Background: an optimization exercise with open tools, aiming at small area, a short achievable clock period and few clock cycles. Do not read the settings as production practice. Function was not checked in any run shown here: the RTL went through the layout flow alone.

$ cat design/flow/config.mk
export PLATFORM = sky130hd
export DESIGN_NAME = matmul
export DESIGN_NICKNAME = matmul
export VERILOG_FILES = /design/flow/design.v
export SDC_FILE = /design/flow/constraint.sdc
export NUM_CORES = 4
export LEC_CHECK = 0
export ABC_CLOCK_PERIOD_IN_PS = 3000
export CAP_MARGIN = 20
export CORE_MARGIN = 2
export CORE_UTILIZATION = 40
export PLACE_DENSITY = 0.6
export SETUP_SLACK_MARGIN = 5
export SLEW_MARGIN = 20
$ cat design/flow/constraint.sdc
create_clock -name core_clock -period 10.0 [get_ports {clk}]
set_input_delay 2.0000 -clock core_clock [delete_from_list [all_inputs] [get_ports {clk}]]
set_output_delay 2.0000 -clock core_clock [all_outputs]
set_load 0.01 [all_outputs]
$ cat design/flow/design.v
module matmul
#(
    parameter DIM_BITS = 16,
    parameter MEM_AW = 16,
    parameter MEM_DW = 32,
    parameter PREC = 16)
(
    input [MEM_AW-1:0] aBASE,
    input [DIM_BITS-1:0] aCOLS,
    input [DIM_BITS-1:0] aROWS,
    input [DIM_BITS-1:0] aSTRIDE,
    input [MEM_AW-1:0] bBASE,
    input [DIM_BITS-1:0] bCOLS,
    input [DIM_BITS-1:0] bSTRIDE,
    input [MEM_AW-1:0] cBASE,
    input [DIM_BITS-1:0] cSTRIDE,
    input clk,
    input go,
    input [MEM_DW-1:0] mem_rdata,
    input rst_n,
    output reg [MEM_AW-1:0] mem_addr,
    output reg mem_req,
    output [MEM_DW-1:0] mem_wdata,
    output reg mem_write,
    output reg ret
);
localparam S_IDLE = 2'd0;
localparam S_RD   = 2'd1;
localparam S_GAP  = 2'd2;
localparam S_WR   = 2'd3;
localparam K_A0 = 2'd0;
localparam K_B0 = 2'd1;
localparam K_B1 = 2'd2;
localparam K_A1 = 2'd3;
reg [1:0] st;
reg [1:0] ph;           
reg       gcnt;         
reg       kfirst;       
reg       wpend;        
reg       zero;         
reg       shortk;       
reg       w_r1, w_c1;   
reg       w_nrow;       
reg       w_done;       
reg [15:0] krem, jrem, irem;
reg [15:0] a_row, a_ptr, b_col, b_ptr, c_row, c_ptr;
reg       q_v, d1_v, d2_v;
reg       q_f, d1_f, d2_f;
reg [1:0] q_k, d1_k, d2_k;
wire arr_a0 = d2_v & (d2_k == K_A0);
wire arr_b0 = d2_v & (d2_k == K_B0);
wire arr_b1 = d2_v & (d2_k == K_B1);
wire arr_a1 = d2_v & (d2_k == K_A1);
reg [15:0] ha0, hb0, hb1;
reg [15:0] xr;
reg [8:0] y_one, y_two, y_neg;    
wire [15:0] ysrc = arr_a1 ? hb0 : pend ? hb1 : mem_rdata[15:0];
wire [8:0] ysrc_one, ysrc_two, ysrc_neg;
matmul_booth_enc u_enc (.y(ysrc), .one(ysrc_one), .two(ysrc_two), .neg(ysrc_neg));
reg m_v, m_f, pend;
reg [31:0] ps, pc;       
wire [31:0] ms, mc;
matmul_csmul u_mul (.x(xr), .yone(y_one), .ytwo(y_two), .yneg(y_neg), .s(ms), .c(mc));
wire [31:0] acc_a = p_f ? 32'd0 : acc0;
wire [31:0] acc_s = acc_a ^ ps ^ pc;
wire [31:0] acc_c = ((acc_a & ps) | (acc_a & pc) | (ps & pc));
reg p_f;
reg [31:0] acc0, acc1, acc2, acc3;
assign mem_wdata = acc3;
wire klast = (krem[15:1] == 15'd0);
wire jlast = (jrem[15:2] == 14'd0) && (jrem[1:0] != 2'd3);
wire ilast = (irem[15:2] == 14'd0) && (irem[1:0] != 2'd3);
wire [15:0] a_step2 = {aSTRIDE[14:0], 1'b0};
wire [15:0] c_step2 = {cSTRIDE[14:0], 1'b0};
reg [1:0]  st_n, ph_n, q_k_n;
reg        mem_req_n, ret_n, q_v_n, q_f_n, mem_write_n;
reg        gcnt_n, kfirst_n, wpend_n, zero_n, shortk_n;
reg        w_r1_n, w_c1_n, w_nrow_n, w_done_n;
reg [15:0] mem_addr_n, krem_n, jrem_n, irem_n;
reg [15:0] a_row_n, a_ptr_n, b_col_n, b_ptr_n, c_row_n, c_ptr_n;
always @* begin
    st_n = st;
    ph_n = ph;
    gcnt_n = gcnt;
    kfirst_n = kfirst;
    wpend_n = wpend;
    zero_n = zero;
    shortk_n = shortk;
    w_r1_n = w_r1;
    w_c1_n = w_c1;
    w_nrow_n = w_nrow;
    w_done_n = w_done;
    krem_n = krem;
    jrem_n = jrem;
    irem_n = irem;
    a_row_n = a_row;
    a_ptr_n = a_ptr;
    b_col_n = b_col;
    b_ptr_n = b_ptr;
    c_row_n = c_row;
    c_ptr_n = c_ptr;
    mem_addr_n = mem_addr;
    mem_write_n = mem_write;
    mem_req_n = 1'b0;
    ret_n = 1'b0;
    q_v_n = 1'b0;
    q_f_n = kfirst;
    q_k_n = ph;
    case (st)
        S_IDLE: begin
            if (go) begin
                krem_n = aCOLS;
                jrem_n = bCOLS;
                irem_n = aROWS;
                a_row_n = aBASE;
                a_ptr_n = aBASE;
                b_col_n = bBASE;
                b_ptr_n = bBASE;
                c_row_n = cBASE;
                c_ptr_n = cBASE;
                kfirst_n = 1'b1;
                wpend_n = 1'b0;
                zero_n = (aCOLS == 16'd0);
                shortk_n = (aCOLS[15:1] == 15'd0);
                if (aROWS == 16'd0 || bCOLS == 16'd0) begin
                    st_n = S_WR;
                    ph_n = 2'd3;
                    w_r1_n = 1'b1;
                    w_c1_n = 1'b1;
                    w_done_n = 1'b1;
                end
                else begin
                    st_n = S_RD;
                    ph_n = 2'd0;
                end
            end
        end
        S_RD: begin
            mem_req_n = 1'b1;
            mem_write_n = 1'b0;
            q_v_n = 1'b1;
            case (ph)
                2'd0: begin
                    mem_addr_n = a_ptr;
                    ph_n = 2'd1;
                end
                2'd1: begin
                    mem_addr_n = b_ptr;
                    ph_n = 2'd2;
                    if (wpend) begin
                        st_n = S_WR;
                        ph_n = 2'd0;
                        wpend_n = 1'b0;
                    end
                end
                2'd2: begin
                    mem_addr_n = b_ptr + 16'd1;
                    ph_n = 2'd3;
                end
                2'd3: begin
                    mem_addr_n = a_ptr + aSTRIDE;
                    ph_n = 2'd0;
                    if (!klast) begin
                        krem_n = krem - 16'd1;
                        kfirst_n = 1'b0;
                        a_ptr_n = a_ptr + 16'd1;
                        b_ptr_n = b_ptr + bSTRIDE;
                    end
                    else begin
                        kfirst_n = 1'b1;
                        krem_n = aCOLS;
                        w_r1_n = (irem[15:1] == 15'd0);
                        w_c1_n = (jrem[15:1] == 15'd0);
                        w_nrow_n = jlast;
                        w_done_n = jlast & ilast;
                        if (!jlast) begin
                            a_ptr_n = a_row;
                            b_col_n = b_col + 16'd2;
                            b_ptr_n = b_col + 16'd2;
                            jrem_n = jrem - 16'd2;
                        end
                        else begin
                            a_row_n = a_row + a_step2;
                            a_ptr_n = a_row + a_step2;
                            b_col_n = bBASE;
                            b_ptr_n = bBASE;
                            jrem_n = bCOLS;
                            irem_n = irem - 16'd2;
                        end
                        if ((jlast & ilast) | shortk) begin
                            st_n = S_GAP;
                            gcnt_n = 1'b0;
                        end
                        else begin
                            wpend_n = 1'b1;
                        end
                    end
                end
            endcase
        end
        S_GAP: begin
            gcnt_n = 1'b1;
            if (gcnt) begin
                st_n = S_WR;
                ph_n = 2'd0;
            end
        end
        S_WR: begin
            mem_write_n = 1'b1;
            case (ph)
                2'd0: begin
                    mem_addr_n = c_ptr;
                    mem_req_n = 1'b1;
                    ph_n = 2'd1;
                end
                2'd1: begin
                    mem_addr_n = c_ptr + 16'd1;
                    mem_req_n = ~w_c1;
                    ph_n = 2'd2;
                end
                2'd2: begin
                    mem_addr_n = c_ptr + cSTRIDE;
                    mem_req_n = ~w_r1;
                    ph_n = 2'd3;
                end
                2'd3: begin
                    mem_addr_n = mem_addr + 16'd1;
                    mem_req_n = ~w_r1 & ~w_c1;
                    if (w_nrow) begin
                        c_row_n = c_row + c_step2;
                        c_ptr_n = c_row + c_step2;
                    end
                    else begin
                        c_ptr_n = c_ptr + 16'd2;
                    end
                    if (w_done) begin
                        st_n = S_IDLE;
                        ret_n = 1'b1;
                    end
                    else begin
                        st_n = S_RD;
                        ph_n = shortk ? 2'd0 : 2'd2;
                    end
                end
            endcase
        end
    endcase
end
always @(posedge clk or negedge rst_n) begin
    if (~rst_n) begin
        st <= S_IDLE;
        mem_req <= 1'b0;
        ret <= 1'b0;
        q_v <= 1'b0;
        d1_v <= 1'b0;
        d2_v <= 1'b0;
        m_v <= 1'b0;
        pend <= 1'b0;
    end
    else begin
        st <= st_n;
        mem_req <= mem_req_n;
        ret <= ret_n;
        q_v <= q_v_n;
        d1_v <= q_v;
        d2_v <= d1_v;
        m_v <= pend | (d2_v && d2_k != K_A0);
        pend <= ~pend & d2_v & (d2_k == K_A1);
    end
end
always @(posedge clk) begin
    ph <= ph_n;
    gcnt <= gcnt_n;
    kfirst <= kfirst_n;
    wpend <= wpend_n;
    zero <= zero_n;
    shortk <= shortk_n;
    w_r1 <= w_r1_n;
    w_c1 <= w_c1_n;
    w_nrow <= w_nrow_n;
    w_done <= w_done_n;
    krem <= krem_n;
    jrem <= jrem_n;
    irem <= irem_n;
    a_row <= a_row_n;
    a_ptr <= a_ptr_n;
    b_col <= b_col_n;
    b_ptr <= b_ptr_n;
    c_row <= c_row_n;
    c_ptr <= c_ptr_n;
    mem_addr <= mem_addr_n;
    mem_write <= mem_write_n;
    q_f <= q_f_n;
    q_k <= q_k_n;
    if (!pend)
        m_f <= d2_f;
end
always @(posedge clk) begin
    d1_f <= q_f;
    d1_k <= q_k;
    d2_f <= d1_f;
    d2_k <= d1_k;
    if (arr_a0) ha0 <= mem_rdata[15:0];
    if (arr_b0) hb0 <= mem_rdata[15:0];
    if (arr_b1) hb1 <= mem_rdata[15:0];
    if (zero)
        xr <= 16'd0;
    else if (arr_b0 | arr_b1)
        xr <= ha0;
    else if (arr_a1)
        xr <= mem_rdata[15:0];
    else if (!pend)
        xr <= 16'd0;
    y_one <= ysrc_one;
    y_two <= ysrc_two;
    y_neg <= ysrc_neg;
    p_f <= m_v & m_f;
    ps <= ms;
    pc <= mc;
    acc3 <= acc_s + {acc_c[30:0], 1'b0};
    acc2 <= acc3;
    acc1 <= acc2;
    acc0 <= acc1;
end
endmodule
module matmul_booth_enc (
    input [15:0] y,
    output [8:0] one,
    output [8:0] two,
    output [8:0] neg
);
assign one[0] = y[0] ^ 1'b0;
assign two[0] = (y[1] & ~y[0] & ~1'b0) | (~y[1] & y[0] & 1'b0);
assign neg[0] = y[1];
assign one[1] = y[2] ^ y[1];
assign two[1] = (y[3] & ~y[2] & ~y[1]) | (~y[3] & y[2] & y[1]);
assign neg[1] = y[3];
assign one[2] = y[4] ^ y[3];
assign two[2] = (y[5] & ~y[4] & ~y[3]) | (~y[5] & y[4] & y[3]);
assign neg[2] = y[5];
assign one[3] = y[6] ^ y[5];
assign two[3] = (y[7] & ~y[6] & ~y[5]) | (~y[7] & y[6] & y[5]);
assign neg[3] = y[7];
assign one[4] = y[8] ^ y[7];
assign two[4] = (y[9] & ~y[8] & ~y[7]) | (~y[9] & y[8] & y[7]);
assign neg[4] = y[9];
assign one[5] = y[10] ^ y[9];
assign two[5] = (y[11] & ~y[10] & ~y[9]) | (~y[11] & y[10] & y[9]);
assign neg[5] = y[11];
assign one[6] = y[12] ^ y[11];
assign two[6] = (y[13] & ~y[12] & ~y[11]) | (~y[13] & y[12] & y[11]);
assign neg[6] = y[13];
assign one[7] = y[14] ^ y[13];
assign two[7] = (y[15] & ~y[14] & ~y[13]) | (~y[15] & y[14] & y[13]);
assign neg[7] = y[15];
assign one[8] = 1'b0 ^ y[15];
assign two[8] = (1'b0 & ~1'b0 & ~y[15]) | (~1'b0 & 1'b0 & y[15]);
assign neg[8] = 1'b0;
endmodule
module matmul_csmul (
    input [15:0] x,
    input [8:0] yone,
    input [8:0] ytwo,
    input [8:0] yneg,
    output [31:0] s,
    output [31:0] c
);
wire one0 = yone[0];
wire two0 = ytwo[0];
wire neg0 = yneg[0];
wire pp0_0 = ((one0 & x[0]) | (two0 & 1'b0)) ^ neg0;
wire pp0_1 = ((one0 & x[1]) | (two0 & x[0])) ^ neg0;
wire pp0_2 = ((one0 & x[2]) | (two0 & x[1])) ^ neg0;
wire pp0_3 = ((one0 & x[3]) | (two0 & x[2])) ^ neg0;
wire pp0_4 = ((one0 & x[4]) | (two0 & x[3])) ^ neg0;
wire pp0_5 = ((one0 & x[5]) | (two0 & x[4])) ^ neg0;
wire pp0_6 = ((one0 & x[6]) | (two0 & x[5])) ^ neg0;
wire pp0_7 = ((one0 & x[7]) | (two0 & x[6])) ^ neg0;
wire pp0_8 = ((one0 & x[8]) | (two0 & x[7])) ^ neg0;
wire pp0_9 = ((one0 & x[9]) | (two0 & x[8])) ^ neg0;
wire pp0_10 = ((one0 & x[10]) | (two0 & x[9])) ^ neg0;
wire pp0_11 = ((one0 & x[11]) | (two0 & x[10])) ^ neg0;
wire pp0_12 = ((one0 & x[12]) | (two0 & x[11])) ^ neg0;
wire pp0_13 = ((one0 & x[13]) | (two0 & x[12])) ^ neg0;
wire pp0_14 = ((one0 & x[14]) | (two0 & x[13])) ^ neg0;
wire pp0_15 = ((one0 & x[15]) | (two0 & x[14])) ^ neg0;
wire pp0_16 = ((one0 & 1'b0) | (two0 & x[15])) ^ neg0;
wire nn0 = ~neg0;
wire one1 = yone[1];
wire two1 = ytwo[1];
wire neg1 = yneg[1];
wire pp1_0 = ((one1 & x[0]) | (two1 & 1'b0)) ^ neg1;
wire pp1_1 = ((one1 & x[1]) | (two1 & x[0])) ^ neg1;
wire pp1_2 = ((one1 & x[2]) | (two1 & x[1])) ^ neg1;
wire pp1_3 = ((one1 & x[3]) | (two1 & x[2])) ^ neg1;
wire pp1_4 = ((one1 & x[4]) | (two1 & x[3])) ^ neg1;
wire pp1_5 = ((one1 & x[5]) | (two1 & x[4])) ^ neg1;
wire pp1_6 = ((one1 & x[6]) | (two1 & x[5])) ^ neg1;
wire pp1_7 = ((one1 & x[7]) | (two1 & x[6])) ^ neg1;
wire pp1_8 = ((one1 & x[8]) | (two1 & x[7])) ^ neg1;
wire pp1_9 = ((one1 & x[9]) | (two1 & x[8])) ^ neg1;
wire pp1_10 = ((one1 & x[10]) | (two1 & x[9])) ^ neg1;
wire pp1_11 = ((one1 & x[11]) | (two1 & x[10])) ^ neg1;
wire pp1_12 = ((one1 & x[12]) | (two1 & x[11])) ^ neg1;
wire pp1_13 = ((one1 & x[13]) | (two1 & x[12])) ^ neg1;
wire pp1_14 = ((one1 & x[14]) | (two1 & x[13])) ^ neg1;
wire pp1_15 = ((one1 & x[15]) | (two1 & x[14])) ^ neg1;
wire pp1_16 = ((one1 & 1'b0) | (two1 & x[15])) ^ neg1;
wire nn1 = ~neg1;
wire one2 = yone[2];
wire two2 = ytwo[2];
wire neg2 = yneg[2];
wire pp2_0 = ((one2 & x[0]) | (two2 & 1'b0)) ^ neg2;
wire pp2_1 = ((one2 & x[1]) | (two2 & x[0])) ^ neg2;
wire pp2_2 = ((one2 & x[2]) | (two2 & x[1])) ^ neg2;
wire pp2_3 = ((one2 & x[3]) | (two2 & x[2])) ^ neg2;
wire pp2_4 = ((one2 & x[4]) | (two2 & x[3])) ^ neg2;
wire pp2_5 = ((one2 & x[5]) | (two2 & x[4])) ^ neg2;
wire pp2_6 = ((one2 & x[6]) | (two2 & x[5])) ^ neg2;
wire pp2_7 = ((one2 & x[7]) | (two2 & x[6])) ^ neg2;
wire pp2_8 = ((one2 & x[8]) | (two2 & x[7])) ^ neg2;
wire pp2_9 = ((one2 & x[9]) | (two2 & x[8])) ^ neg2;
wire pp2_10 = ((one2 & x[10]) | (two2 & x[9])) ^ neg2;
wire pp2_11 = ((one2 & x[11]) | (two2 & x[10])) ^ neg2;
wire pp2_12 = ((one2 & x[12]) | (two2 & x[11])) ^ neg2;
wire pp2_13 = ((one2 & x[13]) | (two2 & x[12])) ^ neg2;
wire pp2_14 = ((one2 & x[14]) | (two2 & x[13])) ^ neg2;
wire pp2_15 = ((one2 & x[15]) | (two2 & x[14])) ^ neg2;
wire pp2_16 = ((one2 & 1'b0) | (two2 & x[15])) ^ neg2;
wire nn2 = ~neg2;
wire one3 = yone[3];
wire two3 = ytwo[3];
wire neg3 = yneg[3];
wire pp3_0 = ((one3 & x[0]) | (two3 & 1'b0)) ^ neg3;
wire pp3_1 = ((one3 & x[1]) | (two3 & x[0])) ^ neg3;
wire pp3_2 = ((one3 & x[2]) | (two3 & x[1])) ^ neg3;
wire pp3_3 = ((one3 & x[3]) | (two3 & x[2])) ^ neg3;
wire pp3_4 = ((one3 & x[4]) | (two3 & x[3])) ^ neg3;
wire pp3_5 = ((one3 & x[5]) | (two3 & x[4])) ^ neg3;
wire pp3_6 = ((one3 & x[6]) | (two3 & x[5])) ^ neg3;
wire pp3_7 = ((one3 & x[7]) | (two3 & x[6])) ^ neg3;
wire pp3_8 = ((one3 & x[8]) | (two3 & x[7])) ^ neg3;
wire pp3_9 = ((one3 & x[9]) | (two3 & x[8])) ^ neg3;
wire pp3_10 = ((one3 & x[10]) | (two3 & x[9])) ^ neg3;
wire pp3_11 = ((one3 & x[11]) | (two3 & x[10])) ^ neg3;
wire pp3_12 = ((one3 & x[12]) | (two3 & x[11])) ^ neg3;
wire pp3_13 = ((one3 & x[13]) | (two3 & x[12])) ^ neg3;
wire pp3_14 = ((one3 & x[14]) | (two3 & x[13])) ^ neg3;
wire pp3_15 = ((one3 & x[15]) | (two3 & x[14])) ^ neg3;
wire pp3_16 = ((one3 & 1'b0) | (two3 & x[15])) ^ neg3;
wire nn3 = ~neg3;
wire one4 = yone[4];
wire two4 = ytwo[4];
wire neg4 = yneg[4];
wire pp4_0 = ((one4 & x[0]) | (two4 & 1'b0)) ^ neg4;
wire pp4_1 = ((one4 & x[1]) | (two4 & x[0])) ^ neg4;
wire pp4_2 = ((one4 & x[2]) | (two4 & x[1])) ^ neg4;
wire pp4_3 = ((one4 & x[3]) | (two4 & x[2])) ^ neg4;
wire pp4_4 = ((one4 & x[4]) | (two4 & x[3])) ^ neg4;
wire pp4_5 = ((one4 & x[5]) | (two4 & x[4])) ^ neg4;
wire pp4_6 = ((one4 & x[6]) | (two4 & x[5])) ^ neg4;
wire pp4_7 = ((one4 & x[7]) | (two4 & x[6])) ^ neg4;
wire pp4_8 = ((one4 & x[8]) | (two4 & x[7])) ^ neg4;
wire pp4_9 = ((one4 & x[9]) | (two4 & x[8])) ^ neg4;
wire pp4_10 = ((one4 & x[10]) | (two4 & x[9])) ^ neg4;
wire pp4_11 = ((one4 & x[11]) | (two4 & x[10])) ^ neg4;
wire pp4_12 = ((one4 & x[12]) | (two4 & x[11])) ^ neg4;
wire pp4_13 = ((one4 & x[13]) | (two4 & x[12])) ^ neg4;
wire pp4_14 = ((one4 & x[14]) | (two4 & x[13])) ^ neg4;
wire pp4_15 = ((one4 & x[15]) | (two4 & x[14])) ^ neg4;
wire pp4_16 = ((one4 & 1'b0) | (two4 & x[15])) ^ neg4;
wire nn4 = ~neg4;
wire one5 = yone[5];
wire two5 = ytwo[5];
wire neg5 = yneg[5];
wire pp5_0 = ((one5 & x[0]) | (two5 & 1'b0)) ^ neg5;
wire pp5_1 = ((one5 & x[1]) | (two5 & x[0])) ^ neg5;
wire pp5_2 = ((one5 & x[2]) | (two5 & x[1])) ^ neg5;
wire pp5_3 = ((one5 & x[3]) | (two5 & x[2])) ^ neg5;
wire pp5_4 = ((one5 & x[4]) | (two5 & x[3])) ^ neg5;
wire pp5_5 = ((one5 & x[5]) | (two5 & x[4])) ^ neg5;
wire pp5_6 = ((one5 & x[6]) | (two5 & x[5])) ^ neg5;
wire pp5_7 = ((one5 & x[7]) | (two5 & x[6])) ^ neg5;
wire pp5_8 = ((one5 & x[8]) | (two5 & x[7])) ^ neg5;
wire pp5_9 = ((one5 & x[9]) | (two5 & x[8])) ^ neg5;
wire pp5_10 = ((one5 & x[10]) | (two5 & x[9])) ^ neg5;
wire pp5_11 = ((one5 & x[11]) | (two5 & x[10])) ^ neg5;
wire pp5_12 = ((one5 & x[12]) | (two5 & x[11])) ^ neg5;
wire pp5_13 = ((one5 & x[13]) | (two5 & x[12])) ^ neg5;
wire pp5_14 = ((one5 & x[14]) | (two5 & x[13])) ^ neg5;
wire pp5_15 = ((one5 & x[15]) | (two5 & x[14])) ^ neg5;
wire pp5_16 = ((one5 & 1'b0) | (two5 & x[15])) ^ neg5;
wire nn5 = ~neg5;
wire one6 = yone[6];
wire two6 = ytwo[6];
wire neg6 = yneg[6];
wire pp6_0 = ((one6 & x[0]) | (two6 & 1'b0)) ^ neg6;
wire pp6_1 = ((one6 & x[1]) | (two6 & x[0])) ^ neg6;
wire pp6_2 = ((one6 & x[2]) | (two6 & x[1])) ^ neg6;
wire pp6_3 = ((one6 & x[3]) | (two6 & x[2])) ^ neg6;
wire pp6_4 = ((one6 & x[4]) | (two6 & x[3])) ^ neg6;
wire pp6_5 = ((one6 & x[5]) | (two6 & x[4])) ^ neg6;
wire pp6_6 = ((one6 & x[6]) | (two6 & x[5])) ^ neg6;
wire pp6_7 = ((one6 & x[7]) | (two6 & x[6])) ^ neg6;
wire pp6_8 = ((one6 & x[8]) | (two6 & x[7])) ^ neg6;
wire pp6_9 = ((one6 & x[9]) | (two6 & x[8])) ^ neg6;
wire pp6_10 = ((one6 & x[10]) | (two6 & x[9])) ^ neg6;
wire pp6_11 = ((one6 & x[11]) | (two6 & x[10])) ^ neg6;
wire pp6_12 = ((one6 & x[12]) | (two6 & x[11])) ^ neg6;
wire pp6_13 = ((one6 & x[13]) | (two6 & x[12])) ^ neg6;
wire pp6_14 = ((one6 & x[14]) | (two6 & x[13])) ^ neg6;
wire pp6_15 = ((one6 & x[15]) | (two6 & x[14])) ^ neg6;
wire pp6_16 = ((one6 & 1'b0) | (two6 & x[15])) ^ neg6;
wire nn6 = ~neg6;
wire one7 = yone[7];
wire two7 = ytwo[7];
wire neg7 = yneg[7];
wire pp7_0 = ((one7 & x[0]) | (two7 & 1'b0)) ^ neg7;
wire pp7_1 = ((one7 & x[1]) | (two7 & x[0])) ^ neg7;
wire pp7_2 = ((one7 & x[2]) | (two7 & x[1])) ^ neg7;
wire pp7_3 = ((one7 & x[3]) | (two7 & x[2])) ^ neg7;
wire pp7_4 = ((one7 & x[4]) | (two7 & x[3])) ^ neg7;
wire pp7_5 = ((one7 & x[5]) | (two7 & x[4])) ^ neg7;
wire pp7_6 = ((one7 & x[6]) | (two7 & x[5])) ^ neg7;
wire pp7_7 = ((one7 & x[7]) | (two7 & x[6])) ^ neg7;
wire pp7_8 = ((one7 & x[8]) | (two7 & x[7])) ^ neg7;
wire pp7_9 = ((one7 & x[9]) | (two7 & x[8])) ^ neg7;
wire pp7_10 = ((one7 & x[10]) | (two7 & x[9])) ^ neg7;
wire pp7_11 = ((one7 & x[11]) | (two7 & x[10])) ^ neg7;
wire pp7_12 = ((one7 & x[12]) | (two7 & x[11])) ^ neg7;
wire pp7_13 = ((one7 & x[13]) | (two7 & x[12])) ^ neg7;
wire pp7_14 = ((one7 & x[14]) | (two7 & x[13])) ^ neg7;
wire pp7_15 = ((one7 & x[15]) | (two7 & x[14])) ^ neg7;
wire pp7_16 = ((one7 & 1'b0) | (two7 & x[15])) ^ neg7;
wire nn7 = ~neg7;
wire one8 = yone[8];
wire two8 = ytwo[8];
wire neg8 = yneg[8];
wire pp8_0 = ((one8 & x[0]) | (two8 & 1'b0)) ^ neg8;
wire pp8_1 = ((one8 & x[1]) | (two8 & x[0])) ^ neg8;
wire pp8_2 = ((one8 & x[2]) | (two8 & x[1])) ^ neg8;
wire pp8_3 = ((one8 & x[3]) | (two8 & x[2])) ^ neg8;
wire pp8_4 = ((one8 & x[4]) | (two8 & x[3])) ^ neg8;
wire pp8_5 = ((one8 & x[5]) | (two8 & x[4])) ^ neg8;
wire pp8_6 = ((one8 & x[6]) | (two8 & x[5])) ^ neg8;
wire pp8_7 = ((one8 & x[7]) | (two8 & x[6])) ^ neg8;
wire pp8_8 = ((one8 & x[8]) | (two8 & x[7])) ^ neg8;
wire pp8_9 = ((one8 & x[9]) | (two8 & x[8])) ^ neg8;
wire pp8_10 = ((one8 & x[10]) | (two8 & x[9])) ^ neg8;
wire pp8_11 = ((one8 & x[11]) | (two8 & x[10])) ^ neg8;
wire pp8_12 = ((one8 & x[12]) | (two8 & x[11])) ^ neg8;
wire pp8_13 = ((one8 & x[13]) | (two8 & x[12])) ^ neg8;
wire pp8_14 = ((one8 & x[14]) | (two8 & x[13])) ^ neg8;
wire pp8_15 = ((one8 & x[15]) | (two8 & x[14])) ^ neg8;
wire s1 = pp0_10 ^ pp1_8;
wire c2 = pp0_10 & pp1_8;
wire s3 = pp0_11 ^ pp1_9;
wire c4 = pp0_11 & pp1_9;
wire s5 = pp0_12 ^ pp1_10 ^ pp2_8;
wire c6 = (pp0_12 & pp1_10) | (pp0_12 & pp2_8) | (pp1_10 & pp2_8);
wire s7 = pp3_6 ^ pp4_4;
wire c8 = pp3_6 & pp4_4;
wire s9 = pp0_13 ^ pp1_11 ^ pp2_9;
wire c10 = (pp0_13 & pp1_11) | (pp0_13 & pp2_9) | (pp1_11 & pp2_9);
wire s11 = pp3_7 ^ pp4_5;
wire c12 = pp3_7 & pp4_5;
wire s13 = pp0_14 ^ pp1_12 ^ pp2_10;
wire c14 = (pp0_14 & pp1_12) | (pp0_14 & pp2_10) | (pp1_12 & pp2_10);
wire s15 = pp3_8 ^ pp4_6 ^ pp5_4;
wire c16 = (pp3_8 & pp4_6) | (pp3_8 & pp5_4) | (pp4_6 & pp5_4);
wire s17 = pp6_2 ^ pp7_0;
wire c18 = pp6_2 & pp7_0;
wire s19 = pp0_15 ^ pp1_13 ^ pp2_11;
wire c20 = (pp0_15 & pp1_13) | (pp0_15 & pp2_11) | (pp1_13 & pp2_11);
wire s21 = pp3_9 ^ pp4_7 ^ pp5_5;
wire c22 = (pp3_9 & pp4_7) | (pp3_9 & pp5_5) | (pp4_7 & pp5_5);
wire s23 = pp6_3 ^ pp7_1;
wire c24 = pp6_3 & pp7_1;
wire s25 = pp0_16 ^ pp1_14 ^ pp2_12;
wire c26 = (pp0_16 & pp1_14) | (pp0_16 & pp2_12) | (pp1_14 & pp2_12);
wire s27 = pp3_10 ^ pp4_8 ^ pp5_6;
wire c28 = (pp3_10 & pp4_8) | (pp3_10 & pp5_6) | (pp4_8 & pp5_6);
wire s29 = pp6_4 ^ pp7_2 ^ pp8_0;
wire c30 = (pp6_4 & pp7_2) | (pp6_4 & pp8_0) | (pp7_2 & pp8_0);
wire s31 = neg0 ^ pp1_15 ^ pp2_13;
wire c32 = (neg0 & pp1_15) | (neg0 & pp2_13) | (pp1_15 & pp2_13);
wire s33 = pp3_11 ^ pp4_9 ^ pp5_7;
wire c34 = (pp3_11 & pp4_9) | (pp3_11 & pp5_7) | (pp4_9 & pp5_7);
wire s35 = pp6_5 ^ pp7_3 ^ pp8_1;
wire c36 = (pp6_5 & pp7_3) | (pp6_5 & pp8_1) | (pp7_3 & pp8_1);
wire s37 = neg0 ^ pp1_16 ^ pp2_14;
wire c38 = (neg0 & pp1_16) | (neg0 & pp2_14) | (pp1_16 & pp2_14);
wire s39 = pp3_12 ^ pp4_10 ^ pp5_8;
wire c40 = (pp3_12 & pp4_10) | (pp3_12 & pp5_8) | (pp4_10 & pp5_8);
wire s41 = pp6_6 ^ pp7_4 ^ pp8_2;
wire c42 = (pp6_6 & pp7_4) | (pp6_6 & pp8_2) | (pp7_4 & pp8_2);
wire s43 = nn0 ^ nn1 ^ pp2_15;
wire c44 = (nn0 & nn1) | (nn0 & pp2_15) | (nn1 & pp2_15);
wire s45 = pp3_13 ^ pp4_11 ^ pp5_9;
wire c46 = (pp3_13 & pp4_11) | (pp3_13 & pp5_9) | (pp4_11 & pp5_9);
wire s47 = pp6_7 ^ pp7_5 ^ pp8_3;
wire c48 = (pp6_7 & pp7_5) | (pp6_7 & pp8_3) | (pp7_5 & pp8_3);
wire s49 = pp2_16 ^ pp3_14 ^ pp4_12;
wire c50 = (pp2_16 & pp3_14) | (pp2_16 & pp4_12) | (pp3_14 & pp4_12);
wire s51 = pp5_10 ^ pp6_8 ^ pp7_6;
wire c52 = (pp5_10 & pp6_8) | (pp5_10 & pp7_6) | (pp6_8 & pp7_6);
wire s53 = pp8_4 ^ 1'b1;
wire c54 = pp8_4 & 1'b1;
wire s55 = nn2 ^ pp3_15 ^ pp4_13;
wire c56 = (nn2 & pp3_15) | (nn2 & pp4_13) | (pp3_15 & pp4_13);
wire s57 = pp5_11 ^ pp6_9 ^ pp7_7;
wire c58 = (pp5_11 & pp6_9) | (pp5_11 & pp7_7) | (pp6_9 & pp7_7);
wire s59 = pp3_16 ^ pp4_14 ^ pp5_12;
wire c60 = (pp3_16 & pp4_14) | (pp3_16 & pp5_12) | (pp4_14 & pp5_12);
wire s61 = pp6_10 ^ pp7_8;
wire c62 = pp6_10 & pp7_8;
wire s63 = nn3 ^ pp4_15 ^ pp5_13;
wire c64 = (nn3 & pp4_15) | (nn3 & pp5_13) | (pp4_15 & pp5_13);
wire s65 = pp4_16 ^ pp5_14;
wire c66 = pp4_16 & pp5_14;
wire s67 = pp0_6 ^ pp1_4;
wire c68 = pp0_6 & pp1_4;
wire s69 = pp0_7 ^ pp1_5;
wire c70 = pp0_7 & pp1_5;
wire s71 = pp0_8 ^ pp1_6 ^ pp2_4;
wire c72 = (pp0_8 & pp1_6) | (pp0_8 & pp2_4) | (pp1_6 & pp2_4);
wire s73 = pp3_2 ^ pp4_0;
wire c74 = pp3_2 & pp4_0;
wire s75 = pp0_9 ^ pp1_7 ^ pp2_5;
wire c76 = (pp0_9 & pp1_7) | (pp0_9 & pp2_5) | (pp1_7 & pp2_5);
wire s77 = pp3_3 ^ pp4_1;
wire c78 = pp3_3 & pp4_1;
wire s79 = pp2_6 ^ pp3_4 ^ pp4_2;
wire c80 = (pp2_6 & pp3_4) | (pp2_6 & pp4_2) | (pp3_4 & pp4_2);
wire s81 = pp5_0 ^ neg5 ^ s1;
wire c82 = (pp5_0 & neg5) | (pp5_0 & s1) | (neg5 & s1);
wire s83 = pp2_7 ^ pp3_5 ^ pp4_3;
wire c84 = (pp2_7 & pp3_5) | (pp2_7 & pp4_3) | (pp3_5 & pp4_3);
wire s85 = pp5_1 ^ s3 ^ c2;
wire c86 = (pp5_1 & s3) | (pp5_1 & c2) | (s3 & c2);
wire s87 = pp5_2 ^ pp6_0 ^ neg6;
wire c88 = (pp5_2 & pp6_0) | (pp5_2 & neg6) | (pp6_0 & neg6);
wire s89 = s5 ^ s7 ^ c4;
wire c90 = (s5 & s7) | (s5 & c4) | (s7 & c4);
wire s91 = pp5_3 ^ pp6_1 ^ s9;
wire c92 = (pp5_3 & pp6_1) | (pp5_3 & s9) | (pp6_1 & s9);
wire s93 = s11 ^ c6 ^ c8;
wire c94 = (s11 & c6) | (s11 & c8) | (c6 & c8);
wire s95 = neg7 ^ s13 ^ s15;
wire c96 = (neg7 & s13) | (neg7 & s15) | (s13 & s15);
wire s97 = s17 ^ c10 ^ c12;
wire c98 = (s17 & c10) | (s17 & c12) | (c10 & c12);
wire s99 = s19 ^ s21 ^ s23;
wire c100 = (s19 & s21) | (s19 & s23) | (s21 & s23);
wire s101 = c14 ^ c16 ^ c18;
wire c102 = (c14 & c16) | (c14 & c18) | (c16 & c18);
wire s103 = s25 ^ s27 ^ s29;
wire c104 = (s25 & s27) | (s25 & s29) | (s27 & s29);
wire s105 = c20 ^ c22 ^ c24;
wire c106 = (c20 & c22) | (c20 & c24) | (c22 & c24);
wire s107 = s31 ^ s33 ^ s35;
wire c108 = (s31 & s33) | (s31 & s35) | (s33 & s35);
wire s109 = c26 ^ c28 ^ c30;
wire c110 = (c26 & c28) | (c26 & c30) | (c28 & c30);
wire s111 = s37 ^ s39 ^ s41;
wire c112 = (s37 & s39) | (s37 & s41) | (s39 & s41);
wire s113 = c32 ^ c34 ^ c36;
wire c114 = (c32 & c34) | (c32 & c36) | (c34 & c36);
wire s115 = s43 ^ s45 ^ s47;
wire c116 = (s43 & s45) | (s43 & s47) | (s45 & s47);
wire s117 = c38 ^ c40 ^ c42;
wire c118 = (c38 & c40) | (c38 & c42) | (c40 & c42);
wire s119 = s49 ^ s51 ^ s53;
wire c120 = (s49 & s51) | (s49 & s53) | (s51 & s53);
wire s121 = c44 ^ c46 ^ c48;
wire c122 = (c44 & c46) | (c44 & c48) | (c46 & c48);
wire s123 = pp8_5 ^ s55 ^ s57;
wire c124 = (pp8_5 & s55) | (pp8_5 & s57) | (s55 & s57);
wire s125 = c50 ^ c52 ^ c54;
wire c126 = (c50 & c52) | (c50 & c54) | (c52 & c54);
wire s127 = pp8_6 ^ 1'b1 ^ s59;
wire c128 = (pp8_6 & 1'b1) | (pp8_6 & s59) | (1'b1 & s59);
wire s129 = s61 ^ c56 ^ c58;
wire c130 = (s61 & c56) | (s61 & c58) | (c56 & c58);
wire s131 = pp6_11 ^ pp7_9 ^ pp8_7;
wire c132 = (pp6_11 & pp7_9) | (pp6_11 & pp8_7) | (pp7_9 & pp8_7);
wire s133 = s63 ^ c60 ^ c62;
wire c134 = (s63 & c60) | (s63 & c62) | (c60 & c62);
wire s135 = pp6_12 ^ pp7_10 ^ pp8_8;
wire c136 = (pp6_12 & pp7_10) | (pp6_12 & pp8_8) | (pp7_10 & pp8_8);
wire s137 = 1'b1 ^ s65 ^ c64;
wire c138 = (1'b1 & s65) | (1'b1 & c64) | (s65 & c64);
wire s139 = nn4 ^ pp5_15 ^ pp6_13;
wire c140 = (nn4 & pp5_15) | (nn4 & pp6_13) | (pp5_15 & pp6_13);
wire s141 = pp7_11 ^ pp8_9 ^ c66;
wire c142 = (pp7_11 & pp8_9) | (pp7_11 & c66) | (pp8_9 & c66);
wire s143 = pp5_16 ^ pp6_14 ^ pp7_12;
wire c144 = (pp5_16 & pp6_14) | (pp5_16 & pp7_12) | (pp6_14 & pp7_12);
wire s145 = pp8_10 ^ 1'b1;
wire c146 = pp8_10 & 1'b1;
wire s147 = nn5 ^ pp6_15 ^ pp7_13;
wire c148 = (nn5 & pp6_15) | (nn5 & pp7_13) | (pp6_15 & pp7_13);
wire s149 = pp6_16 ^ pp7_14;
wire c150 = pp6_16 & pp7_14;
wire s151 = pp0_4 ^ pp1_2;
wire c152 = pp0_4 & pp1_2;
wire s153 = pp0_5 ^ pp1_3;
wire c154 = pp0_5 & pp1_3;
wire s155 = pp2_2 ^ pp3_0 ^ neg3;
wire c156 = (pp2_2 & pp3_0) | (pp2_2 & neg3) | (pp3_0 & neg3);
wire s157 = pp2_3 ^ pp3_1 ^ s69;
wire c158 = (pp2_3 & pp3_1) | (pp2_3 & s69) | (pp3_1 & s69);
wire s159 = neg4 ^ s71 ^ s73;
wire c160 = (neg4 & s71) | (neg4 & s73) | (s71 & s73);
wire s161 = s75 ^ s77 ^ c72;
wire c162 = (s75 & s77) | (s75 & c72) | (s77 & c72);
wire s163 = s79 ^ s81 ^ c76;
wire c164 = (s79 & s81) | (s79 & c76) | (s81 & c76);
wire s165 = s83 ^ s85 ^ c80;
wire c166 = (s83 & s85) | (s83 & c80) | (s85 & c80);
wire s167 = s87 ^ s89 ^ c84;
wire c168 = (s87 & s89) | (s87 & c84) | (s89 & c84);
wire s169 = s91 ^ s93 ^ c88;
wire c170 = (s91 & s93) | (s91 & c88) | (s93 & c88);
wire s171 = s95 ^ s97 ^ c92;
wire c172 = (s95 & s97) | (s95 & c92) | (s97 & c92);
wire s173 = s99 ^ s101 ^ c96;
wire c174 = (s99 & s101) | (s99 & c96) | (s101 & c96);
wire s175 = s103 ^ s105 ^ c100;
wire c176 = (s103 & s105) | (s103 & c100) | (s105 & c100);
wire s177 = s107 ^ s109 ^ c104;
wire c178 = (s107 & s109) | (s107 & c104) | (s109 & c104);
wire s179 = s111 ^ s113 ^ c108;
wire c180 = (s111 & s113) | (s111 & c108) | (s113 & c108);
wire s181 = s115 ^ s117 ^ c112;
wire c182 = (s115 & s117) | (s115 & c112) | (s117 & c112);
wire s183 = s119 ^ s121 ^ c116;
wire c184 = (s119 & s121) | (s119 & c116) | (s121 & c116);
wire s185 = s123 ^ s125 ^ c120;
wire c186 = (s123 & s125) | (s123 & c120) | (s125 & c120);
wire s187 = s127 ^ s129 ^ c124;
wire c188 = (s127 & s129) | (s127 & c124) | (s129 & c124);
wire s189 = s131 ^ s133 ^ c128;
wire c190 = (s131 & s133) | (s131 & c128) | (s133 & c128);
wire s191 = s135 ^ s137 ^ c132;
wire c192 = (s135 & s137) | (s135 & c132) | (s137 & c132);
wire s193 = s139 ^ s141 ^ c136;
wire c194 = (s139 & s141) | (s139 & c136) | (s141 & c136);
wire s195 = s143 ^ s145 ^ c140;
wire c196 = (s143 & s145) | (s143 & c140) | (s145 & c140);
wire s197 = pp8_11 ^ s147 ^ c144;
wire c198 = (pp8_11 & s147) | (pp8_11 & c144) | (s147 & c144);
wire s199 = pp8_12 ^ 1'b1 ^ s149;
wire c200 = (pp8_12 & 1'b1) | (pp8_12 & s149) | (1'b1 & s149);
wire s201 = nn6 ^ pp7_15 ^ pp8_13;
wire c202 = (nn6 & pp7_15) | (nn6 & pp8_13) | (pp7_15 & pp8_13);
wire s203 = pp7_16 ^ pp8_14;
wire c204 = pp7_16 & pp8_14;
wire s205 = pp0_2 ^ pp1_0;
wire c206 = pp0_2 & pp1_0;
wire s207 = pp0_3 ^ pp1_1;
wire c208 = pp0_3 & pp1_1;
wire s209 = pp2_0 ^ neg2 ^ s151;
wire c210 = (pp2_0 & neg2) | (pp2_0 & s151) | (neg2 & s151);
wire s211 = pp2_1 ^ s153 ^ c152;
wire c212 = (pp2_1 & s153) | (pp2_1 & c152) | (s153 & c152);
wire s213 = s67 ^ s155 ^ c154;
wire c214 = (s67 & s155) | (s67 & c154) | (s155 & c154);
wire s215 = c68 ^ s157 ^ c156;
wire c216 = (c68 & s157) | (c68 & c156) | (s157 & c156);
wire s217 = c70 ^ s159 ^ c158;
wire c218 = (c70 & s159) | (c70 & c158) | (s159 & c158);
wire s219 = c74 ^ s161 ^ c160;
wire c220 = (c74 & s161) | (c74 & c160) | (s161 & c160);
wire s221 = c78 ^ s163 ^ c162;
wire c222 = (c78 & s163) | (c78 & c162) | (s163 & c162);
wire s223 = c82 ^ s165 ^ c164;
wire c224 = (c82 & s165) | (c82 & c164) | (s165 & c164);
wire s225 = c86 ^ s167 ^ c166;
wire c226 = (c86 & s167) | (c86 & c166) | (s167 & c166);
wire s227 = c90 ^ s169 ^ c168;
wire c228 = (c90 & s169) | (c90 & c168) | (s169 & c168);
wire s229 = c94 ^ s171 ^ c170;
wire c230 = (c94 & s171) | (c94 & c170) | (s171 & c170);
wire s231 = c98 ^ s173 ^ c172;
wire c232 = (c98 & s173) | (c98 & c172) | (s173 & c172);
wire s233 = c102 ^ s175 ^ c174;
wire c234 = (c102 & s175) | (c102 & c174) | (s175 & c174);
wire s235 = c106 ^ s177 ^ c176;
wire c236 = (c106 & s177) | (c106 & c176) | (s177 & c176);
wire s237 = c110 ^ s179 ^ c178;
wire c238 = (c110 & s179) | (c110 & c178) | (s179 & c178);
wire s239 = c114 ^ s181 ^ c180;
wire c240 = (c114 & s181) | (c114 & c180) | (s181 & c180);
wire s241 = c118 ^ s183 ^ c182;
wire c242 = (c118 & s183) | (c118 & c182) | (s183 & c182);
wire s243 = c122 ^ s185 ^ c184;
wire c244 = (c122 & s185) | (c122 & c184) | (s185 & c184);
wire s245 = c126 ^ s187 ^ c186;
wire c246 = (c126 & s187) | (c126 & c186) | (s187 & c186);
wire s247 = c130 ^ s189 ^ c188;
wire c248 = (c130 & s189) | (c130 & c188) | (s189 & c188);
wire s249 = c134 ^ s191 ^ c190;
wire c250 = (c134 & s191) | (c134 & c190) | (s191 & c190);
wire s251 = c138 ^ s193 ^ c192;
wire c252 = (c138 & s193) | (c138 & c192) | (s193 & c192);
wire s253 = c142 ^ s195 ^ c194;
wire c254 = (c142 & s195) | (c142 & c194) | (s195 & c194);
wire s255 = c146 ^ s197 ^ c196;
wire c256 = (c146 & s197) | (c146 & c196) | (s197 & c196);
wire s257 = c148 ^ s199 ^ c198;
wire c258 = (c148 & s199) | (c148 & c198) | (s199 & c198);
wire s259 = c150 ^ s201 ^ c200;
wire c260 = (c150 & s201) | (c150 & c200) | (s201 & c200);
wire s261 = 1'b1 ^ s203 ^ c202;
wire c262 = (1'b1 & s203) | (1'b1 & c202) | (s203 & c202);
wire s263 = nn7 ^ pp8_15 ^ c204;
wire c264 = (nn7 & pp8_15) | (nn7 & c204) | (pp8_15 & c204);
assign s[0] = pp0_0;
assign c[0] = neg0;
assign s[1] = pp0_1;
assign c[1] = 1'b0;
assign s[2] = neg1;
assign c[2] = s205;
assign s[3] = s207;
assign c[3] = c206;
assign s[4] = s209;
assign c[4] = c208;
assign s[5] = s211;
assign c[5] = c210;
assign s[6] = s213;
assign c[6] = c212;
assign s[7] = s215;
assign c[7] = c214;
assign s[8] = s217;
assign c[8] = c216;
assign s[9] = s219;
assign c[9] = c218;
assign s[10] = s221;
assign c[10] = c220;
assign s[11] = s223;
assign c[11] = c222;
assign s[12] = s225;
assign c[12] = c224;
assign s[13] = s227;
assign c[13] = c226;
assign s[14] = s229;
assign c[14] = c228;
assign s[15] = s231;
assign c[15] = c230;
assign s[16] = s233;
assign c[16] = c232;
assign s[17] = s235;
assign c[17] = c234;
assign s[18] = s237;
assign c[18] = c236;
assign s[19] = s239;
assign c[19] = c238;
assign s[20] = s241;
assign c[20] = c240;
assign s[21] = s243;
assign c[21] = c242;
assign s[22] = s245;
assign c[22] = c244;
assign s[23] = s247;
assign c[23] = c246;
assign s[24] = s249;
assign c[24] = c248;
assign s[25] = s251;
assign c[25] = c250;
assign s[26] = s253;
assign c[26] = c252;
assign s[27] = s255;
assign c[27] = c254;
assign s[28] = s257;
assign c[28] = c256;
assign s[29] = s259;
assign c[29] = c258;
assign s[30] = s261;
assign c[30] = c260;
assign s[31] = s263;
assign c[31] = c262;
endmodule
$ cat design/flow/run.sh
#!/bin/bash
# synth_recipe.tcl (not shown) runs the flow's synth.tcl, then flattens the netlist and writes it again
# the make line also repeats each setting of config.mk as NAME=value (left out here)
make -C /OpenROAD-flow-scripts/flow DESIGN_CONFIG=/design/flow/config.mk WORK_HOME=/design/flow/orfs CLKGATE_MAP_FILE= SYNTH_SCRIPT=/design/flow/synth_recipe.tcl finish
==> results.txt, run 1 <==
----------------------------------------------------
[Timing]
  Highest achievable clock rate ... 213 MHz
  Number of setup violations in the final report ... 0
  Number of slew-limit violations in the final report ... 0
  Final critical delay including setup and external delays ... 4.70 ns
  Number of hold-slack violations in the final timing report ... 0
  Slew at the pin closest to its max-slew limit ... 1.11 ns
  Worst slew margin relative to its limit ... 25.3%
  Setup TNS ... 0 ns
  Worst setup skew after layout ... 0.0318 ns
  Setup repair after global routing missed its margin ... no
  Post-route fraction of the period consumed by the critical path ... 47.0%

[Clock network]
  Maximum clock insertion buffer count ... 3
  Clock-pin slew on the worst setup and hold paths ... 0.06 ns
  Cts bufs inserted ... 53
  Clk Latency, worst-skew pair ... 0.64 ns
  Sinks on the clock net ... 471
  Hold buffer count at cts ... 0
  Cell chosen for the clock root ... sky130_fd_sc_hd__clkbuf_16
  Post-CTS Repair Setup Buffers ... 0
  H-tree levels ... 2
  Cts repair resizes ... 0
  CTS tree ... done

[Min path]
  Hold Path Class ... flip-flop to flip-flop

[Floorplanning]
  Width of the die ... 274 um
  Starting density of the core ... 40.5%
  Cell Rows ... 98
  Die outline area ... 74800 sq um
  Placeable Area ... 71700 sq um
  Top-level I/O count ... 230
  Floorplan die height ... 274 um

[Critical path]
  Data arrival, critical path ... 5.06 ns
  Crit path capture type ... flip-flop
  Cell type of the slowest stage on the worst timing path ... sky130_fd_sc_hd__clkdlybuf4s50_1
  Maximum net fanout on the critical path ... 4
  Category of the most critical setup path ... primary input to flip-flop
  Largest stage delay, worst path ... 0.65 ns
  Total buffers and inverters traversed by the critical path ... 2
  Dominant delay contributor by cell family on the critical path ... compound AO/OA/AOI/OAI gates
  Cells along the critical path ... clkdlybuf4s50_1, ha_1, inv_1, fa_1, nor2b_1, o31a_1, o2111ai_1, nand3_1, a41oi_1, xnor2_1, a21boi_1, nor3_1, o22ai_1
  Worst Path Required ... 10.36 ns
  Setup crit start kind ... primary input

[Yosys]
  Synth Register Bits ... 471
  Top cells by area in the synthesized netlist ... sky130_fd_sc_hd__edfxtp_1 (23%), sky130_fd_sc_hd__dfxtp_1 (17%), sky130_fd_sc_hd__fa_1 (9.6%)
  Count of flip-flops with a built-in enable after synthesis ... 221
  Flip-flop cell with the highest count after synthesis ... sky130_fd_sc_hd__dfxtp_1
  Cell type with the highest aggregate area in the netlist ... sky130_fd_sc_hd__edfxtp_1
  Area share of the largest cell type after synthesis ... 22.8%
  Syn Std Cell Area ... 29100 sq um
  Number of instances in the synthesized netlist ... 2910
  Sequential cell area fraction in the yosys report ... 40.2%
  Post-Syn Nets ... 3366
  Async SR Flop Fraction ... 1.91%
  Synthesized area per cell ... 9.99 sq um
  Count of yosys warnings during synthesis ... 1
  Netlist cell types ... 87

[Route]
  Avg Vias per Cell ... 5.39
  Number of antenna-violating nets in the routed design ... 0
  Detailed-route DRC error count ... 0
  Drt first-iter violations ... 1551
  Via count ... 21800
  DRT Wirelength ... 75.3 mm
  Per-cell routed wire length ... 18.6 um
  Pre-Repair DR Iteration Count ... 5

[Global route]
  Via count of the first global-routing pass ... 22100
  Overall overflow remaining after global route ... 0
  Number of antenna violations at the first check in global routing ... 9
  Overall Global Routing Usage ... 20.0%
  First-pass GRT wire length ... 120 mm
  Pin count of the biggest net entering global routing ... 86

[Layout]
  Share of post-route cells with drive strength above 1 ... 5.66%
  Count of filler cells inserted in the layout ... 6637
  Area added between synthesis and finish ... 16.9%
  Most used cells in the layout excluding fill and tap cells ... sky130_fd_sc_hd__inv_1 (248), sky130_fd_sc_hd__xnor2_1 (244), sky130_fd_sc_hd__dfxtp_1 (241), sky130_fd_sc_hd__edfxtp_1 (221), sky130_fd_sc_hd__nand2_1 (219)
  Number of nets at the end of the flow ... 3503
  Most common cell after layout, fill and taps aside ... sky130_fd_sc_hd__inv_1

[Place]
  Half-perimeter wire length after detailed placement ... 55.8 mm
  Number of port buffers ... 213
  Routability congestion estimate from global placement ... 0.875

[Status]
  Status ... finished clean

[Job]
  Number of maximum-capacitance violations ... 0

----------------------------------------------------
-- per-layer routing --
metal  part of all wire [%]  track usage, %
met3                    5.9            3.16
met2                     50            35.0
met5                   0.10               0
met1                     42            25.2
met4                    2.6            6.51
-- state kept, by name, summed over array words and instances (netlist names), 9 cells and up --
| signal | count |
|---|---|
| acc0 | 32 |
| acc1 | 32 |
| acc2 | 32 |
| acc3 | 32 |
| ps | 32 |
| pc | 31 |
| a_ptr | 16 |
| a_row | 16 |
| b_col | 16 |
| b_ptr | 16 |
| c_ptr | 16 |
| c_row | 16 |
| ha0 | 16 |
| hb0 | 16 |
| hb1 | 16 |
| irem | 16 |
| jrem | 16 |
| krem | 16 |
| mem_addr | 16 |
| xr | 16 |
| y_one | 9 |
-- synth_stat cells (17+ instances only) --
cell type and instances:
sky130_fd_sc_hd__inv_1 249, sky130_fd_sc_hd__xnor2_1 244, sky130_fd_sc_hd__dfxtp_1 241, sky130_fd_sc_hd__edfxtp_1 221
sky130_fd_sc_hd__nand2_1 219, sky130_fd_sc_hd__nor2_1 185, sky130_fd_sc_hd__a21oi_1 157, sky130_fd_sc_hd__fa_1 139
sky130_fd_sc_hd__ha_1 138, sky130_fd_sc_hd__clkbuf_1 125, sky130_fd_sc_hd__o21ai_0 125, sky130_fd_sc_hd__a22oi_1 123
sky130_fd_sc_hd__xor2_1 91, sky130_fd_sc_hd__a21o_1 58, sky130_fd_sc_hd__nand2b_1 50, sky130_fd_sc_hd__nand3_1 49
sky130_fd_sc_hd__nor2b_1 33, sky130_fd_sc_hd__nor3_1 33, sky130_fd_sc_hd__and3_1 30, sky130_fd_sc_hd__buf_1 26
sky130_fd_sc_hd__o21ai_1 25, sky130_fd_sc_hd__mux2i_1 24, sky130_fd_sc_hd__and2_1 21, sky130_fd_sc_hd__nor4_1 19
sky130_fd_sc_hd__a211oi_1 18, sky130_fd_sc_hd__o21a_1 17, sky130_fd_sc_hd__or3_1 17
-- worst paths after layout --
check	startpoint	to	slack (ns)	depth (start not counted)
max	aSTRIDE[0]	a_ptr[15]	5.30	13
min	acc1[28]	acc0[28]	0.31	0
max reg2reg	p_f	acc3[29]	5.93	15
min reg2reg	acc1[28]	acc0[28]	0.31	0
max in group asynchronous	rst_n	mem_req	8.00	1
min in group asynchronous	rst_n	q_v	1.68	1
-- kinds of logic after synthesis --
family | synth area share [%]
buf+inv | 5.37
fa+ha+maj | 15.5
mux | 2.22
flops | 40.2
compound gates | 15.1
xor+xnor | 10.1
simple gates | 11.5
-- cell type report --
cell class	count	area (sq um)	area share, %
Inverter	254	953	2.81
Clock inverter	20	314	0.925
Multi-Input combinational cell	2026	15900	46.7
Antenna cell	4	10.0	0.0295
Clock buffer	79	1610	4.73
Tap cell	950	1190	3.50
Sequential cell	471	11700	34.4
Timing Repair Buffer	241	2340	6.90
-- worst reg2reg max path, delay by kind of cell, from the launching register on --
kind,cells,cell delay [ns]
xor gates and xnor gates,1,0.14
and+or+nand+nor,2,0.40
adders and majority gates,3,1.14
AOI/OAI and AO/OA,7,1.52
DFF,1,0.30
buffers and inverters,2,0.49
-- through the flow --
step	util, %	area [sq um]	hold WS, ns	worst slack (ns)	cells
6_report	47.3	34000	0.314	5.30	4045
5_1_grt	47.3	33900	0.329	5.14	4042
4_1_cts	47.3	33900	0.324	5.35	4041
3_5_place_dp	44.6	32000	0.312	4.68	3942
3_3_place_gp	44.6	32000	0.310	4.70	3942
2_1_floorplan	-	29100	0.310	5.12	2910
==> inputs of run 2 (changes only) <==
--- a/design/flow/design.v
+++ b/design/flow/design.v
@@ -26,6 +26,7 @@
 );
-localparam S_IDLE = 2'd0;
-localparam S_RD   = 2'd1;
-localparam S_GAP  = 2'd2;
-localparam S_WR   = 2'd3;
+localparam S_IDLE = 3'd0;
+localparam S_RD   = 3'd1;
+localparam S_GAP  = 3'd2;
+localparam S_WR   = 3'd3;
+localparam S_INIT = 3'd4;
 localparam K_A0 = 2'd0;
@@ -34,3 +35,3 @@
 localparam K_A1 = 2'd3;
-reg [1:0] st;
+reg [2:0] st;
 reg [1:0] ph;           
@@ -46,2 +47,4 @@
 reg [15:0] a_row, a_ptr, b_col, b_ptr, c_row, c_ptr;
+reg [15:0] a_s, b_s, c_s;   
+reg        klast, jlast, ilast, r1, c1;   
 reg       q_v, d1_v, d2_v;
@@ -69,8 +72,6 @@
 assign mem_wdata = acc3;
-wire klast = (krem[15:1] == 15'd0);
-wire jlast = (jrem[15:2] == 14'd0) && (jrem[1:0] != 2'd3);
-wire ilast = (irem[15:2] == 14'd0) && (irem[1:0] != 2'd3);
-wire [15:0] a_step2 = {aSTRIDE[14:0], 1'b0};
-wire [15:0] c_step2 = {cSTRIDE[14:0], 1'b0};
-reg [1:0]  st_n, ph_n, q_k_n;
+wire [15:0] a_step2 = {a_s[14:0], 1'b0};
+wire [15:0] c_step2 = {c_s[14:0], 1'b0};
+reg [2:0]  st_n;
+reg [1:0]  ph_n, q_k_n;
 reg        mem_req_n, ret_n, q_v_n, q_f_n, mem_write_n;
@@ -110,27 +111,35 @@
         S_IDLE: begin
-            if (go) begin
-                krem_n = aCOLS;
-                jrem_n = bCOLS;
-                irem_n = aROWS;
-                a_row_n = aBASE;
-                a_ptr_n = aBASE;
-                b_col_n = bBASE;
-                b_ptr_n = bBASE;
-                c_row_n = cBASE;
-                c_ptr_n = cBASE;
-                kfirst_n = 1'b1;
-                wpend_n = 1'b0;
-                zero_n = (aCOLS == 16'd0);
-                shortk_n = (aCOLS[15:1] == 15'd0);
-                if (aROWS == 16'd0 || bCOLS == 16'd0) begin
-                    st_n = S_WR;
-                    ph_n = 2'd3;
-                    w_r1_n = 1'b1;
-                    w_c1_n = 1'b1;
-                    w_done_n = 1'b1;
-                end
-                else begin
-                    st_n = S_RD;
-                    ph_n = 2'd0;
-                end
+            if (go)
+                st_n = S_INIT;
+        end
+        S_INIT: begin
+            krem_n = aCOLS;
+            jrem_n = bCOLS;
+            irem_n = aROWS;
+            a_row_n = aBASE;
+            a_ptr_n = aBASE;
+            b_col_n = bBASE;
+            b_ptr_n = bBASE;
+            c_row_n = cBASE;
+            c_ptr_n = cBASE;
+            kfirst_n = 1'b1;
+            wpend_n = 1'b0;
+            zero_n = (aCOLS == 16'd0);
+            shortk_n = (aCOLS[15:1] == 15'd0);
+            if (aROWS == 16'd0 || bCOLS == 16'd0) begin
+                st_n = S_WR;
+                ph_n = 2'd3;
+                w_r1_n = 1'b1;
+                w_c1_n = 1'b1;
+                w_done_n = 1'b1;
+            end
+            else begin
+                st_n = S_RD;
+                ph_n = 2'd1;
+                mem_addr_n = aBASE;
+                mem_req_n = 1'b1;
+                mem_write_n = 1'b0;
+                q_v_n = 1'b1;
+                q_f_n = 1'b1;
+                q_k_n = K_A0;
             end
@@ -160,3 +169,3 @@
                 2'd3: begin
-                    mem_addr_n = a_ptr + aSTRIDE;
+                    mem_addr_n = a_ptr + a_s;
                     ph_n = 2'd0;
@@ -166,3 +175,3 @@
                         a_ptr_n = a_ptr + 16'd1;
-                        b_ptr_n = b_ptr + bSTRIDE;
+                        b_ptr_n = b_ptr + b_s;
                     end
@@ -171,4 +180,4 @@
                         krem_n = aCOLS;
-                        w_r1_n = (irem[15:1] == 15'd0);
-                        w_c1_n = (jrem[15:1] == 15'd0);
+                        w_r1_n = r1;
+                        w_c1_n = c1;
                         w_nrow_n = jlast;
@@ -221,3 +230,3 @@
                 2'd2: begin
-                    mem_addr_n = c_ptr + cSTRIDE;
+                    mem_addr_n = c_ptr + c_s;
                     mem_req_n = ~w_r1;
@@ -271,2 +280,12 @@
 always @(posedge clk) begin
+    if (st == S_INIT) begin
+        a_s <= aSTRIDE;
+        b_s <= bSTRIDE;
+        c_s <= cSTRIDE;
+    end
+    klast <= (krem[15:1] == 15'd0);
+    jlast <= (jrem[15:2] == 14'd0) && (jrem[1:0] != 2'd3);
+    ilast <= (irem[15:2] == 14'd0) && (irem[1:0] != 2'd3);
+    r1 <= (irem[15:1] == 15'd0);
+    c1 <= (jrem[15:1] == 15'd0);
     ph <= ph_n;
==> run 2 against run 1 <==
Effect of this change:
- still clean
- worst setup slack better by 0.34 ns
- clock-buffer cell count is 14 higher
- utilization is 0.49 points lower
- largest cell class unchanged
- highest routed layer unchanged
==> results.txt, run 2 <==
----------------------------------------------------
[Status]
  Status ... finished clean (unchanged)

[Min path]
  Hold Path Class ... flip-flop to flip-flop (unchanged)
  HP Start ... acc1[1] (was acc1[28])
  Hold path depth ... 0 (unchanged)

[Critical path]
  Worst r2r path cells ... 13 (was 15)
  Worst Path Required ... 10.57 ns (was 10.36 ns)
  Capture instance of the worst register-to-register path ... acc3[31] (was acc3[29])
  Total buffers and inverters traversed by the critical path ... 1 (was 2)
  Largest stage delay, worst path ... 0.72 ns (was 0.65 ns)
  Data arrival, critical path ... 4.93 ns (was 5.06 ns)
  Setup crit start kind ... flip-flop (was primary input)
  Category of the most critical setup path ... flip-flop to flip-flop (was primary input to flip-flop)
  Dominant delay contributor by cell family on the critical path ... compound AO/OA/AOI/OAI gates (unchanged)

[Timing]
  Worst setup skew after layout ... 0.0253 ns (was 0.0318 ns)
  Worst hold slack ... 0.315 ns (was 0.314 ns)
  Crit path setup slack, layout ... 5.64 ns (was 5.30 ns)
  Post-route fraction of the period consumed by the critical path ... 43.6% (was 47.0%)
  Setup TNS ... 0 ns (unchanged)
  Final critical delay including setup and external delays ... 4.36 ns (was 4.70 ns)
  Highest achievable clock rate ... 229 MHz (was 213 MHz)
  Worst slew margin relative to its limit ... 25.2% (was 25.3%)

[Yosys]
  Number of instances in the synthesized netlist ... 3111 (was 2910)
  Count of flip-flops with a built-in enable after synthesis ... 269 (was 221)
  Flip-flop cell with the highest count after synthesis ... sky130_fd_sc_hd__edfxtp_1 (was sky130_fd_sc_hd__dfxtp_1)
  Async SR Flop Fraction ... 1.90% (was 1.91%)
  Most common cell in the synthesized netlist ... sky130_fd_sc_hd__inv_1 (unchanged)
  Synth Register Bits ... 525 (was 471)
  Post-Syn Nets ... 3563 (was 3366)
  Commonest cells post-synth ... sky130_fd_sc_hd__inv_1 (275), sky130_fd_sc_hd__edfxtp_1 (269), sky130_fd_sc_hd__nand2_1 (251), sky130_fd_sc_hd__dfxtp_1 (246), sky130_fd_sc_hd__xnor2_1 (232) (was sky130_fd_sc_hd__inv_1 (249), sky130_fd_sc_hd__xnor2_1 (244), sky130_fd_sc_hd__dfxtp_1 (241), sky130_fd_sc_hd__edfxtp_1 (221), sky130_fd_sc_hd__nand2_1 (219))
  Netlist cell types ... 91 (was 87)
  Syn Std Cell Area ... 31200 sq um (was 29100 sq um)

[Floorplanning]
  Starting density of the core ... 40.4% (was 40.5%)
  Floorplan die height ... 283 um (was 274 um)
  Top-level I/O count ... 230 (unchanged)
  Width of the die ... 283 um (was 274 um)
  Placeable Area ... 77300 sq um (was 71700 sq um)
  Die outline area ... 80300 sq um (was 74800 sq um)
  Cell Rows ... 102 (was 98)

[Layout]
  Area added between synthesis and finish ... 16.0% (was 16.9%)
  Non-filler cells in the finished layout ... 4333 (was 4045)
  Share of post-route cells with drive strength above 1 ... 5.50% (was 5.66%)
  Count of filler cells inserted in the layout ... 7361 (was 6637)
  Most common cell after layout, fill and taps aside ... sky130_fd_sc_hd__inv_1 (unchanged)

[Clock network]
  Post-CTS Repair Setup Buffers ... 0 (unchanged)
  Clk Latency, worst-skew pair ... 0.64 ns (about the same)
  Hold buffer count at cts ... 0 (unchanged)
  Cell chosen for the clock root ... sky130_fd_sc_hd__clkbuf_16 (unchanged)
  Clock-pin slew on the worst setup and hold paths ... 0.06 ns (about the same)
  Cts bufs inserted ... 59 (was 53)
  H-tree levels ... 2 (unchanged)
  Sinks on the clock net ... 525 (was 471)

[Job]
  Number of maximum-capacitance violations ... 0 (unchanged)

[Global route]
  Overall Global Routing Usage ... 19.9% (was 20.0%)
  First-pass GRT wire length ... 128 mm (was 120 mm)
  Pin count of the biggest net entering global routing ... 60 (was 86)
  Via count of the first global-routing pass ... 23200 (was 22100)
  Number of antenna violations at the first check in global routing ... 6 (was 9)

[Route]
  Number of antenna-violating nets in the routed design ... 0 (unchanged)
  Via count ... 23200 (was 21800)
  Pre-Repair DR Iteration Count ... 9 (was 5)
  Avg Vias per Cell ... 5.35 (was 5.39)
  Drt first-iter violations ... 1679 (was 1551)

[Place]
  Number of port buffers ... 213 (unchanged)
  Post-Place Worst Slack ... 5.34 ns (was 4.68 ns)
  Routability congestion estimate from global placement ... 0.876 (was 0.875)
  Post-Place Cells ... 4218 (was 3942)
  Half-perimeter wire length after detailed placement ... 57.9 mm (was 55.8 mm)

----------------------------------------------------
==> run 2: per-layer routing <==
layer / GRT usage [%] / vias up / share of wire (%)
li1: - / 11200 / -
met1: 25.4 / 11200 / 42
met2: 34.4 / 655 / 49
met3: 3.39 / 129 / 6.0
met4: 6.20 / 6 / 2.9
met5: 0 / - / 0.040
==> run 2: cell type report <==
class | instances | area (sq um) | area share [%]
inverter | 280 | 1050 | 2.90
sequential | 525 | 13300 | 36.6
multi-input combinational | 2129 | 16300 | 44.9
clock inverter | 19 | 165 | 0.456
antenna | 3 | 7.51 | 0.0207
tap | 1040 | 1300 | 3.59
timing repair buffer | 244 | 2360 | 6.53
clock buffer | 93 | 1820 | 5.01
==> run 2: metrics by stage <==
| step | cell area (sq um) | utilization, % |
|---|---|---|
| CTS | 36200 | 46.8 |
| floorplan | 31200 | - |
| detailed placement | 34200 | 44.3 |
| global route | 36200 | 46.8 |
| finish | 36200 | 46.8 |
| global placement | 34200 | 44.3 |
==> run 2: worst register-to-register path: cells and delay by family, from the launching register on <==
kind                       cells  cell delay (ns)
AOI/OAI and AO/OA              6             1.46
and+or+nand+nor                3             0.68
adders and majority gates      3             1.08
buffers and inverters          1             0.37
DFF                            1             0.72
==> run 2: worst max-delay path by stage <==
stage,cells after the start,to,start
after floorplan,6,a_ptr[0],st[0]
after global placement,5,mem_write,bCOLS[0]
after detailed placement,5,mem_addr[3],bCOLS[0]
after CTS,13,acc3[31],p_f
after global routing,13,acc3[31],p_f
final,13,acc3[31],p_f
==> run 2: kinds of logic after synthesis <==
group / share of synthesized area [%]
and+or+nand+nor: 12.2
AOI/OAI and AO/OA: 14.4
DFF: 42.4
buffers and inverters: 5.59
xor gates and xnor gates: 8.86
adders and majority gates: 14.3
muxes: 2.30

## re-timing with driven ports
The flow's constraints put no driver on any port. The routed layouts listed below were extracted and timed again, unchanged, in two steps.
Step 1: set_driving_cell puts a clkbuf_16 on clk and a buf_2 on each other input, an assumption about the parent block.
Step 2 times the ports against the registers' clock, not the clock port: input delays grow and output delays shrink by t, the midpoint of the rising clock arrivals with the driver on.
Three values: no drivers, after step 1, after step 2; two values: the first two.
| run | shift t [ns] | slack for setup (ns) | worst setup path after step 2 | worst register clock-pin slew, ns | worst data-port slew with drivers (ns) |
|---|---|---|---|---|---|
| run 1 | 0.686 | 5.298 / 5.333 / 4.647 | input to register | 0.07 / 0.07 | 0.12 |
| run 2 | 0.689 | 5.643 / 5.643 / 5.419 | input to register | 0.07 / 0.07 | 0.13 |
After both steps setup and hold are still met in every run listed. The setup slack of run 1, which loses most, moves by +0.035 ns with the drivers and by -0.651 ns with both steps.
